Context: an optimization exercise on an open-source flow, tuned for small area and a short achievable clock period. The choices shown serve that exercise and are no tape-out recipe.
The RTL was checked by simulation tests, not by an equivalence proof against the original design.
Power and IR drop assume default switching activity.

$ cat flow/constraint.sdc
create_clock -name core_clock -period 10.0 [get_ports {clk}]
set_input_delay 2.0000 -clock core_clock [delete_from_list [all_inputs] [get_ports {clk}]]
set_output_delay 2.0000 -clock core_clock [all_outputs]
set_load 0.01 [all_outputs]
$ cat flow/design.v
module multiply
  #(
    parameter WDTH = 0
    )
   (
    input wire                   clk,
    input wire                   rst_n,
    input wire                   ce,
    input wire signed [WDTH-1:0] x,
    input wire signed [WDTH-1:0] y,
    output wire signed [WDTH-1:0] z
    );
   wire signed [17:0]            xb;
   wire signed [17:0]            yb;
   assign xb = x;
   assign yb = y;
   wire signed [35:0]       xy;
   reg signed [WDTH-1:0]    zr;
   assign xy = xb * yb;
   always @ (posedge clk)
     if (~rst_n)
       zr <= {WDTH{1'b0}};
     else if (ce)
       zr <= xy >>> (WDTH-1);
   assign z = zr;
endmodule
module summult 
  #(
    parameter WDTH = 16,
    parameter MWDTH = 1,
    parameter N = 10
    )
   (
    input wire                clk,
    input wire                rst_n,
    input wire                in_nd,
    input wire [MWDTH-1:0]    in_m,
    input wire [2*WDTH*N-1:0] in_xs,
    input wire [WDTH*N-1:0]   in_ys,
    output wire [2*WDTH-1:0]  out_data,
    output reg                out_nd,
    output reg [MWDTH-1:0]    out_m,
    output reg                overflow
    );
   wire signed [WDTH-1:0]     x_re_y [N-1:0];
   wire signed [WDTH-1:0]     x_im_y [N-1:0];
   reg signed [WDTH-1:0]      out_data_re;
   reg signed [WDTH-1:0]      out_data_im;
   reg [1:0]                  p_nd;
   reg [MWDTH-1:0]            p_m[1:0];           
   assign out_data = {out_data_re, out_data_im};
   genvar i;
   generate
      for (i=0; i<N; i=i+1) begin: loop_0
         wire signed [WDTH-1:0]     x_re;
         wire signed [WDTH-1:0]     x_im;
         wire signed [WDTH-1:0]     y;
         assign x_re = in_xs[WDTH*(2*(i+1))-1 -:WDTH];
         assign x_im = in_xs[WDTH*(2*(i+1)-1)-1 -:WDTH];
         assign y = in_ys[WDTH*(i+1)-1 -:WDTH];
         multiply #(WDTH) mult_inst0 (clk, rst_n, in_nd, x_re, y, x_re_y[i]);
         multiply #(WDTH) mult_inst1 (clk, rst_n, in_nd, x_im, y, x_im_y[i]);
      end
   endgenerate
   always @ (posedge clk)
     if (~rst_n)
       begin
          p_nd <= 2'b0;
          out_nd <= 1'b0;
          overflow <= 1'b0;
       end
     else
       begin
          p_nd[0] <= in_nd;
          p_nd[1] <= p_nd[0];
          out_nd <= p_nd[1];
          p_m[0] <= in_m;
          p_m[1] <= p_m[0];
          out_m <= p_m[1];
          if (p_nd[1])
            begin
               out_data_re <= x_re_y[0] + x_re_y[1] + x_re_y[2] + x_re_y[3] + x_re_y[4] + x_re_y[5] + x_re_y[6] + x_re_y[7];
               out_data_im <= x_im_y[0] + x_im_y[1] + x_im_y[2] + x_im_y[3] + x_im_y[4] + x_im_y[5] + x_im_y[6] + x_im_y[7];
            end
       end
endmodule
module filter
  #(
    parameter WIDTH = 32,
    parameter MWIDTH = 1,
    parameter FLTLEN = 8,
    parameter ID = 123
    )
   (
    input wire                   clk,
    input wire                   rst_n,
    input wire [WIDTH-1:0]       in_data,
    input wire                   in_nd,
    input wire [MWIDTH-1:0]      in_m,
    input wire [32-1:0]  in_msg,
    input wire                   in_msg_nd, 
    output wire [WIDTH-1:0]      out_data,
    output wire                  out_nd,
    output wire [MWIDTH-1:0]     out_m,
    output wire                  error
    );
   function integer clog2;
      input integer              value;
      begin
         value = value-1;
         for (clog2=0; value>0; clog2=clog2+1)
           value = value>>1;
      end
   endfunction
   localparam integer            LOG_FLTLEN = clog2(FLTLEN);
   reg [WIDTH*(FLTLEN-1)-1:0]   history;
   wire                         in_first_filter;
   reg [LOG_FLTLEN-1:0]         which_pos;
   reg                          setting_taps;
   reg [WIDTH/2-1:0]            tapvalues[FLTLEN-1:0];
   wire signed [32-1:0] signed_msg;
   wire signed [WIDTH/2-1:0]    small_signed_msg;
   wire                         summult_error;
   reg                          tap_set_error;
   assign error = summult_error | tap_set_error;
   assign signed_msg = in_msg;
   assign small_signed_msg = signed_msg;
   genvar                       i;
   generate
      for (i=0; i<FLTLEN; i=i+1) begin: loop_0
         always @ (posedge clk)
           if (!rst_n)
             tapvalues[i] <= {WIDTH/2{1'b0}};
           else if (in_msg_nd & setting_taps)
             if (which_pos == i)
               tapvalues[i] <= small_signed_msg;
      end
   endgenerate
   always @ (posedge clk)
     if (!rst_n)
       begin
          setting_taps <= 1'b0;
          tap_set_error <= 1'b0;
       end
     else if (in_msg_nd)
       begin
          if (in_msg[32-1])
            begin
               if (setting_taps)
                 begin
                    tap_set_error <= 1'b1;
                 end
               if (in_msg[16:7] == ID)
                 begin
                    which_pos <= {LOG_FLTLEN{1'b0}};
                    setting_taps <= 1'b1;
                 end
            end
          else if (setting_taps)
            begin
               if (which_pos == FLTLEN-1)
                 begin
                    which_pos <= {LOG_FLTLEN{1'b0}};
                    setting_taps <= 1'b0;
                 end
               else
                 which_pos <= which_pos + 1;
            end
       end
   always @ (posedge clk)
     begin
        if (~rst_n)
          begin
             history <= {WIDTH*(FLTLEN-1){1'b0}};
          end
        else
          begin
             if (in_nd)
               begin
                  history <= {history[WIDTH*(FLTLEN-2)-1:0], in_data};
               end
           end
     end
   summult #(WIDTH/2, MWIDTH, FLTLEN) summult_i
     (.clk(clk),
      .rst_n(rst_n),
      .in_nd(in_nd),
      .in_m({in_m}),
      .in_xs({history, in_data}),
      .in_ys({tapvalues[7], tapvalues[6], tapvalues[5], tapvalues[4], tapvalues[3], tapvalues[2], tapvalues[1], tapvalues[0]}),
      .out_data(out_data),
      .out_nd(out_nd),
      .out_m({out_m}),
      .overflow(summult_error)
      );
endmodule
$ cat flow/config.mk
export PLATFORM = sky130hd
export DESIGN_NAME = filter
export DESIGN_NICKNAME = filter
export VERILOG_FILES = /design/flow/design.v
export SDC_FILE = /design/flow/constraint.sdc
export NUM_CORES = 4
export LEC_CHECK = 0
export CAP_MARGIN = 20
export CORE_MARGIN = 2
export CORE_UTILIZATION = 40
export SLEW_MARGIN = 20
$ cat flow/run.sh
#!/bin/bash
# synth_recipe.tcl (not shown) runs the flow's synth.tcl, then flattens the netlist and writes it again
# the make line also repeats each setting of config.mk as NAME=value (left out here)
make -C /OpenROAD-flow-scripts/flow DESIGN_CONFIG=/design/flow/config.mk WORK_HOME=/design/flow/orfs CLKGATE_MAP_FILE= SYNTH_SCRIPT=/design/flow/synth_recipe.tcl finish
==> impl_results.md, run 1 <==
* Clock insertion delay at the later pin of the skew report at 0.85 ns
* Syn-to-layout area delta at 5.98%
* Final Hold Vio Count at 0
* Maximum number of pins on one net before global-route repair at 115
* Final standard cell utilization of the core at 0.425
* Net switching component of the power at 2.04 mW
* Top cells by area in the synthesized netlist: sky130_fd_sc_hd__fa_1, sky130_fd_sc_hd__inv_1, sky130_fd_sc_hd__ha_1
* DR iter-0 viols at 7822
* Critical Path Start Type: primary input
* Wire length reported by the detailed router at 501 mm
* Die H at 663 um
* Class of the most critical hold timing path: reg -> reg
* Core Box Area at 434000 um2
* Static leakage at 96.0 nW
* CTS tree: done
* Sequential area share after synthesis at 0.0772
* Number of max-capacitance violations reported at 0
* Setup Crit Path Kind: in -> reg
* Power consumption at 6.84 mW
* Top fanout value on the critical path at 18
* Gr ovfl total at 0
* Number of flops mapped to enable cells by yosys at 38
* Layout Skew at 0.0513 ns
* Combinational fraction of design power at 0.093
* Pwr Density at 37.1 nW/um2
* Switching share of power at 0.298
* Post-CTS setup-driven buffer insertion count at 0
* Number of routed nets with antenna violations at 0
* Row cnt at 242
* Number of library cell types mapped by synthesis at 86
* Series of cell instances along the critical path: clkdlybuf4s50_1 -> nand2_1 -> inv_1 -> fa_1 -> inv_1 -> fa_1 -> fa_1 -> inv_1 -> fa_1 -> fa_1 -> inv_1 -> fa_1 -> inv_1 -> ha_1 -> a21o_1 -> a211o_1 -> nor3b_2 -> a21oi_1 -> a31o_2 -> a211o_1 -> a31o_1 -> a21oi_2 -> xnor2_1 -> o21ai_1
* Storage cell area at 13400 um2
* CP arrival at 9.00 ns
* Status: no timing/DRC/antenna violations
* TritonCTS Buffers at 93
* Final number of setup-violating endpoints at 0
* Worst slew margin relative to its limit at 0.172
* Largest delay share family, worst path: adder cells
* Vias at 121833
* Maximum resistive drop on vdd at 0.116 mV
* Slew of the pin with the lowest slew margin at 1.23 ns
* Buffer cell driving the clock tree root: sky130_fd_sc_hd__clkbuf_16
* Mean number of vias per cell at 5.03
* Post-synthesis area per instance at 9.28 um2
* Antenna violations before repair at 26
* Post-CTS resize count at 0
* Cell seen most often among critical-path stages: sky130_fd_sc_hd__fa_1
* Total number of clock tree sinks at 651
* Count of buffers from port buffering at 89
* Number of levels in the clock H-tree at 3
* Final setup TNS at 0 ns
* Worst Slack Setup Final at 1.72 ns
* Top cell type's share of synthesized area at 0.490
* Worst path bufs/invs at 6
* Highest cell delay on the worst timing path at 1.15 ns
* Predominant post-synthesis flop cell: sky130_fd_sc_hd__dfxtp_1
* Smallest hold slack at 0.395 ns
* Global-route wire length before repair at 791 mm
* Mapped Area at 174000 um2
* Synthesis warning total at 6
* Final net count at 23969
* Time the final worst path needs with I/O delays and setup at 8.28 ns
* Number of top-level pins at 104
* Residual DRC at 0
* Post-synth ARST share at 0
* Setup WS pre-CTS at 0.872 ns
* Kind of capture point of the worst setup path: flop
* Flop and latch count out of synthesis at 651
* Fraction of final layout cells with drive strength greater than 1 at 0.0295
* Fill cell instance count of the final layout at 42812
* Synthesized Nets at 24315
* Total GRT Usage at 0.234
* Register clock-pin slew on the reported worst setup and hold paths at 0.06 ns
* Number of optimization iterations in the first detailed-route pass at 8
* Starting density of the core at 0.401
* Placed wire-length estimate after detailed placement at 391 mm
* Post-Synthesis Cells at 18722
* Synth cell count leaders: sky130_fd_sc_hd__inv_1, sky130_fd_sc_hd__fa_1, sky130_fd_sc_hd__nand2_1, sky130_fd_sc_hd__and2_1, sky130_fd_sc_hd__ha_1
* Maximum count of clock buffers along a single path at 4
* Worst setup path startpoint: in_data[15]
* Cell with the most instances after synthesis: sky130_fd_sc_hd__inv_1
* Share of the cycle needed by the critical path after routing at 0.828
* Internal Dissipation at 4.80 mW
* Library cell occupying the most area in the post-synthesis netlist: sky130_fd_sc_hd__fa_1
* Gp weighted congestion at 0.907
* Die width at 663 um
* Cell with the largest stage delay on the worst path: sky130_fd_sc_hd__clkdlybuf4s50_1
* Vias in the first global route at 131665
* Final Max Slew Viols at 0
* Multi-input logic area at 140000 um2
* Number of buffers added to fix hold violations after cts at 0
* Sequential Power Share at 0.397
* Portion of total power attributed to the clock network at 0.510
* Total die area at 440000 um2
* FF-to-FF Start: tapvalues[4][3]
* Highest achievable clock rate at 121 MHz
* Worst Hold Launch: summult_i.p_m[0]
* Average wire length per cell after detail routing at 20.7 um
* Unrepaired setup endpoints after global routing: no
* CP required at 10.71 ns
logic make-up after synthesis:
group | count (synthesis) | synth area share
AOI/OAI and AO/OA | 987 | 0.0358
adders and majority gates | 5524 | 0.581
DFF | 651 | 0.0772
and+or+nand+nor | 5262 | 0.145
buffers and inverters | 5529 | 0.120
xor gates and xnor gates | 478 | 0.0241
muxes | 291 | 0.0168
layout make-up:
class | count | share of cell area
tap | 5734 | 0.0389
antenna | 40 | 0.000543
clock buffer | 122 | 0.0139
inverter | 4695 | 0.0957
timing repair buffer | 393 | 0.0171
clock inverter | 44 | 0.00268
multi-input combinational | 12542 | 0.758
sequential | 651 | 0.0730
worst paths after layout:
path / endpoint / slack [ns] / cells after the start
hold / removal: summult_i.p_m[1] / 0.40 / 0
setup reg to reg: summult_i.loop_0[4].mult_inst1.zr[12] / 2.15 / 21
hold reg to reg: summult_i.p_m[1] / 0.40 / 0
setup / recovery: summult_i.loop_0[0].mult_inst1.zr[15] / 1.72 / 24
state kept, by name (all words and copies together), names as in the netlist, 2 cells and up:
register,count
history,224
summult_i.loop_0.mult_inst0.zr,128
summult_i.loop_0.mult_inst1.zr,128
summult_i.out_data_im,16
summult_i.out_data_re,16
summult_i.p_m,2
summult_i.p_nd,2
tapvalues,128
which_pos,3
power by group through the flow:
stage | Combinational (mW) | Clock [mW] | Sequential, mW
finish | 0.636 | 3.49 | 2.71
global route | 0.665 | 3.65 | 2.72
CTS | 0.629 | 3.57 | 2.71
detailed placement | 0.627 | 0 | 2.77
global placement | 0.623 | 0 | 2.77
floorplan | 0.318 | 0 | 2.73
per-layer routing:
metal  part of all wire  vias up  global-route usage
met5            0.00048        -                   0
met4              0.047       19              0.0953
met3              0.068      804              0.0376
met2               0.47     3655               0.385
met1               0.41    63882               0.308
li1                   -    53473                   -
through the flow:
stage | instance area, um2 | cells
after global placement | 181000 | 24014
after CTS | 184000 | 24180
final | 184000 | 24221
after detailed placement | 181000 | 24014
after global routing | 184000 | 24203
after floorplan | 174000 | 18722
layout by cell type (no fill, tap or decap), types with 76 or more instances in the layout:
cell type                            n
sky130_fd_sc_hd__clkbuf_16          94
sky130_fd_sc_hd__mux2i_1           291
sky130_fd_sc_hd__ha_1             1270
sky130_fd_sc_hd__nand2_1          2434
sky130_fd_sc_hd__xor2_1            127
sky130_fd_sc_hd__clkdlybuf4s50_1    76
sky130_fd_sc_hd__inv_1            4692
sky130_fd_sc_hd__dfxtp_1           584
sky130_fd_sc_hd__buf_4             301
sky130_fd_sc_hd__fa_1             4254
sky130_fd_sc_hd__o21ai_0           203
sky130_fd_sc_hd__and2_1           1865
sky130_fd_sc_hd__nor2_1            609
sky130_fd_sc_hd__nand2b_1          101
sky130_fd_sc_hd__a21oi_1           337
sky130_fd_sc_hd__xnor2_1           351
sky130_fd_sc_hd__a21o_1            107
==> inputs of run 2 (changes only) <==
==> flow/design.v (replaced) <==
module multiply
  (
   input wire               clk,
   input wire signed [15:0] x,
   input wire signed [15:0] y,
   output reg [15:0]        z
   );
   wire signed [31:0] xy = x * y;
   always @(posedge clk)
     z <= xy[30:15];
endmodule
module summult
  (
   input wire         clk,
   input wire         first,
   input wire [15:0]  p_ra,
   input wire [15:0]  p_rb,
   input wire [15:0]  p_ia,
   input wire [15:0]  p_ib,
   output wire [31:0] out_data
   );
   reg [15:0] acc_re, acc_im;
   always @(posedge clk) begin
      acc_re <= (first ? 16'd0 : acc_re) + p_ra + p_rb;
      acc_im <= (first ? 16'd0 : acc_im) + p_ia + p_ib;
   end
   assign out_data = {acc_re, acc_im};
endmodule
module filter
  #(
    parameter WIDTH = 32,
    parameter MWIDTH = 1,
    parameter FLTLEN = 8,
    parameter ID = 123
    )
   (
    input wire                   clk,
    input wire                   rst_n,
    input wire [WIDTH-1:0]       in_data,
    input wire                   in_nd,
    input wire [MWIDTH-1:0]      in_m,
    input wire [32-1:0]  in_msg,
    input wire                   in_msg_nd,
    output wire [WIDTH-1:0]      out_data,
    output wire                  out_nd,
    output wire [MWIDTH-1:0]     out_m,
    output wire                  error
    );
   reg [2:0]   which_pos;
   reg         setting_taps;
   reg         tap_set_error;
   reg [15:0]  tap [0:7];
   reg [7:0]   tap_ok;
   assign error = tap_set_error;
   wire hdr    = in_msg[32-1];
   wire our_id = (in_msg[16:7] == ID);
   genvar i;
   generate
      for (i = 0; i < 8; i = i + 1) begin: taps
         always @(posedge clk)
           if (in_msg_nd & setting_taps & (which_pos == i))
             tap[i] <= in_msg[15:0];
         always @(posedge clk)
           if (!rst_n)
             tap_ok[i] <= 1'b0;
           else if (in_msg_nd & setting_taps & (which_pos == i))
             tap_ok[i] <= 1'b1;
      end
   endgenerate
   always @(posedge clk)
     if (!rst_n) begin
        setting_taps <= 1'b0;
        tap_set_error <= 1'b0;
     end else if (in_msg_nd) begin
        if (hdr) begin
           if (setting_taps)
             tap_set_error <= 1'b1;
           if (our_id) begin
              which_pos <= 3'd0;
              setting_taps <= 1'b1;
           end
        end else if (setting_taps) begin
           if (which_pos == 3'd7) begin
              which_pos <= 3'd0;
              setting_taps <= 1'b0;
           end else
             which_pos <= which_pos + 3'd1;
        end
     end
   reg [31:0]  hist [0:7];
   reg [7:0]   hist_ok;
   integer     j;
   always @(posedge clk)
     if (in_nd) begin
        hist[0] <= in_data;
        for (j = 1; j < 8; j = j + 1)
          hist[j] <= hist[j-1];
     end
   always @(posedge clk)
     if (!rst_n)
       hist_ok <= 8'd0;
     else if (in_nd)
       hist_ok <= {hist_ok[6:0], 1'b1};
   reg [5:0]   st;
   always @(posedge clk)
     if (!rst_n)
       st <= 6'd0;
     else
       st <= {st[4:0], in_nd};
   reg m0, m1;
   always @(posedge clk) begin
      if (in_nd)  m0 <= in_m;
      if (st[3])  m1 <= m0;
   end
   assign out_m  = m1;
   assign out_nd = st[5];
   reg [31:0] xa, xb;
   reg [15:0] ta, tb;
   integer k;
   always @* begin
      xa = 32'd0; xb = 32'd0; ta = 16'd0; tb = 16'd0;
      for (k = 0; k < 4; k = k + 1) begin
         xa = xa | ({32{st[k] & hist_ok[2*k]}}   & hist[2*k]);
         xb = xb | ({32{st[k] & hist_ok[2*k+1]}} & hist[2*k+1]);
         ta = ta | ({16{st[k] & tap_ok[2*k]}}    & tap[2*k]);
         tb = tb | ({16{st[k] & tap_ok[2*k+1]}}  & tap[2*k+1]);
      end
   end
   wire [15:0] p_ra, p_rb, p_ia, p_ib;
   multiply mra (.clk(clk), .x(xa[31:16]), .y(ta), .z(p_ra));
   multiply mrb (.clk(clk), .x(xb[31:16]), .y(tb), .z(p_rb));
   multiply mia (.clk(clk), .x(xa[15:0]),  .y(ta), .z(p_ia));
   multiply mib (.clk(clk), .x(xb[15:0]),  .y(tb), .z(p_ib));
   summult acc (.clk(clk), .first(st[1]),
                .p_ra(p_ra), .p_rb(p_rb), .p_ia(p_ia), .p_ib(p_ib),
                .out_data(out_data));
endmodule
==> run 2 against run 1 <==
Via count fell by 69%. Clock skew up 0.022 ns. Fmax down 4.4%. Combinational power fell by 67%. Global-route usage down 0.70 points.
==> impl_results.md, run 2 <==
* Syn-to-layout area delta at 10.3%
* Unrepaired setup endpoints after global routing: no
* Static leakage at 28.6 nW
* Predominant post-synthesis flop cell: sky130_fd_sc_hd__edfxtp_1
* Largest register FFs at 256
* Vias at 38201
* Share of the cycle needed by the critical path after routing at 0.866
* Layout Skew at 0.0737 ns
* Total GRT Usage at 0.227
* CP required at 10.46 ns
* Number of optimization iterations in the first detailed-route pass at 6
* Xor and xnor fraction of the mapped netlist area at 0.0199
* Logic depth of the worst setup path including buffers at 23
* Wire length reported by the detailed router at 156 mm
* Total number of clock tree sinks at 509
* Number of levels in the clock H-tree at 2
* Gr ovfl total at 0
* Cell with the largest stage delay on the worst path: sky130_fd_sc_hd__and2_1
* Number of max-capacitance violations reported at 0
* Worst setup path startpoint: st[3]
* Vias in the first global route at 41334
* Final net count at 6786
* Count of buffers from port buffering at 89
* Dominant combinational cell family by area after synthesis: adder cells
* Buffer cell driving the clock tree root: sky130_fd_sc_hd__clkbuf_16
* Commonest cells after routing, fill and taps aside: sky130_fd_sc_hd__inv_1, sky130_fd_sc_hd__fa_1, sky130_fd_sc_hd__nor2_1
* CTS tree: done
* Register clock-pin slew on the reported worst setup and hold paths at 0.06 ns
* Worst slew margin relative to its limit at 0.226
* Setup slack of the most critical reg-to-reg path at 1.34 ns
* Kind of capture point of the worst setup path: flop
* Destination of the critical timing path: mra.z[9]
* Total die area at 142000 um2
* Leading registers by flop count: hist x256, tap x128
* Synth cell count leaders: sky130_fd_sc_hd__inv_1, sky130_fd_sc_hd__fa_1, sky130_fd_sc_hd__nor2_1, sky130_fd_sc_hd__nand2_1, sky130_fd_sc_hd__edfxtp_1
* Number of library cell types mapped by synthesis at 85
* Residual DRC at 0
* Cell with the most instances after synthesis: sky130_fd_sc_hd__inv_1
* Starting density of the core at 0.404
* Final cell count without fillers at 7170
* Synthesis warning total at 5
* Proportion of synthesized area in mux cells at 0.00144
* Average wire length per cell after detail routing at 21.7 um
* Post-synthesis area per instance at 10.6 um2
* Cell seen most often among critical-path stages: sky130_fd_sc_hd__fa_1
* Number of flops mapped to enable cells by yosys at 389
* Antenna violations before repair at 3
* Critical Path Start Type: flop
* Final standard cell utilization of the core at 0.445
* Global-route wire length before repair at 243 mm
* Series of cell instances along the critical path: and2_1 -> buf_4 -> a22o_1 -> a221o_1 -> nand2_1 -> fa_1 -> fa_1 -> fa_1 -> inv_1 -> fa_1 -> fa_1 -> inv_1 -> fa_1 -> inv_1 -> ha_1 -> a211o_1 -> o22a_1 -> a31oi_1 -> a31oi_2 -> o311a_1 -> a211oi_2 -> nor2_1 -> xnor2_1
* Post-CTS resize count at 0
* Die width at 377 um
* Highest cell delay on the worst timing path at 0.77 ns
* Worst Slack Setup Final at 1.34 ns
* Synthesized Nets at 6692
* Clock insertion delay at the later pin of the skew report at 0.69 ns
* Sequential area share after synthesis at 0.253
* TritonCTS Buffers at 60
* Status: no timing/DRC/antenna violations
* Final number of setup-violating endpoints at 0
* Final Cell Area at 61300 um2
* Top fanout value on the critical path at 16
* Top cells by area in the synthesized netlist: sky130_fd_sc_hd__fa_1, sky130_fd_sc_hd__edfxtp_1, sky130_fd_sc_hd__inv_1
* Final Hold Vio Count at 0
* Die H at 377 um
* Number of top-level pins at 104
* FF-to-FF Start: st[3]
* Class of the most critical hold timing path: reg -> reg
* Maximum number of pins on one net before global-route repair at 180
* Core Box Area at 138000 um2
* Leading cell type in the layout, fill and taps excluded: sky130_fd_sc_hd__inv_1
* Worst path bufs/invs at 4
* Post-synth ARST share at 0
* Total placed instance area at 59200 um2
* Largest delay share family, worst path: adder cells
* Fraction of final layout cells with drive strength greater than 1 at 0.0551
* Flop and latch count out of synthesis at 509
* Pwr Density at 80.0 nW/um2
* Gp weighted congestion at 0.931
* Number of routed nets with antenna violations at 0
* Mean number of vias per cell at 5.33
* Number of cells after detailed placement at 7050
* Final Max Slew Viols at 0
* Mapped Area at 55600 um2
* Post-Synthesis Cells at 5229
* Row cnt at 136
* DR iter-0 viols at 3076
* Smallest hold slack at 0.419 ns
* Library cell occupying the most area in the post-synthesis netlist: sky130_fd_sc_hd__fa_1
* Slew of the pin with the lowest slew margin at 1.16 ns
* Setup Crit Path Kind: reg -> reg
* Top cell type's share of synthesized area at 0.379
* Maximum count of clock buffers along a single path at 3
* Synthesized-area fraction occupied by ao, oa, aoi and oai cells at 0.0749
* Worst Hold Launch: m0
* Highest achievable clock rate at 115 MHz
* Fraction of the mapped netlist area in adder cells at 0.456
* Reg2reg path depth at 23
* CP arrival at 9.12 ns
* FF-to-FF End: mra.z[9]
* Register with the highest flop count: hist
* Number of buffers added to fix hold violations after cts at 0
* Power consumption at 4.90 mW
* Placed wire-length estimate after detailed placement at 124 mm
* Setup WS pre-CTS at 1.43 ns
* Final setup TNS at 0 ns
* Post-CTS setup-driven buffer insertion count at 0
* Time the final worst path needs with I/O delays and setup at 8.66 ns
* Synth Area in Simple Gates at 0.102
* Maximum resistive drop on vdd at 0.122 mV
==> run 2: changes by cell type in the layout (fill, tap and decap cells not counted), moves of 465 or more <==
cell,previous run,this run
sky130_fd_sc_hd__and2_1,1865,25
sky130_fd_sc_hd__nand2_1,2434,516
sky130_fd_sc_hd__fa_1,4254,1052
sky130_fd_sc_hd__ha_1,1270,342
sky130_fd_sc_hd__inv_1,4692,1164
sky130_fd_sc_hd__dfxtp_1,584,119
==> run 2: worst min-delay path by stage <==
stage          cells past startpoint  slack [ns]  to
2_1_floorplan                      0        0.40  m1
3_3_place_gp                       0        0.40  m1
3_5_place_dp                       0        0.41  m1
4_1_cts                            0        0.42  m1
5_1_grt                            0        0.42  m1
6_report                           0        0.42  m1
==> run 2: per-layer routing <==
| metal | global-route usage | part of all wire |
|---|---|---|
| met1 | 0.293 | 0.40 |
| met2 | 0.385 | 0.49 |
| met3 | 0.0320 | 0.066 |
| met4 | 0.0897 | 0.044 |
| met5 | 0 | 0.000083 |
==> run 2: cells by family after synthesis <==
kind of cell               after synthesis
adders and majority gates             1394
muxes                                    8
buffers and inverters                 1353
DFF                                    509
xor gates and xnor gates               126
and+or+nand+nor                       1345
AOI/OAI and AO/OA                      494
==> run 2: layout make-up <==
type	instances	area, um2
inverter	1165	4370
clock inverter	36	432
multi-input combinational	3367	36700
sequential	509	14100
timing repair buffer	220	1900
clock buffer	78	1610
tap	1794	2240
antenna	1	2.50
fill	12895	76400
==> run 2: where the power goes <==
group / total [mW] / internal (mW) / switching, mW
Combinational: 0.210 / 0.0746 / 0.135
Clock: 2.26 / 1.30 / 0.954
Sequential: 2.44 / 2.37 / 0.0682

==> port drivers added, routing unchanged <==
In the flow no input, the clock included, has a driving cell. The finished layouts below were timed again as built, in two steps.
Step 1, drivers: a clkbuf_16 drives clk and a buf_2 each remaining input, both assumed.
Step 2 also shifts input and output timing later by t, the mid clock arrival at the registers, as if the neighbouring blocks saw the same clock.
Slacks: no drivers / after step 1 / after step 2; pairs: no drivers / after step 1.
| run | t (ns) | setup WS [ns] | clock arrival spread, ns |
|---|---|---|---|
| run 1 | 0.918 | 1.717 / 1.776 / 0.857 | 0.052 / 0.053 |
| run 2 | 0.730 | 1.337 / 1.337 / 1.337 | 0.076 / 0.077 |
After both steps every run listed still meets setup and hold. The setup slack of run 1, which loses most, moves by +0.059 ns with the drivers and by -0.860 ns with both steps.
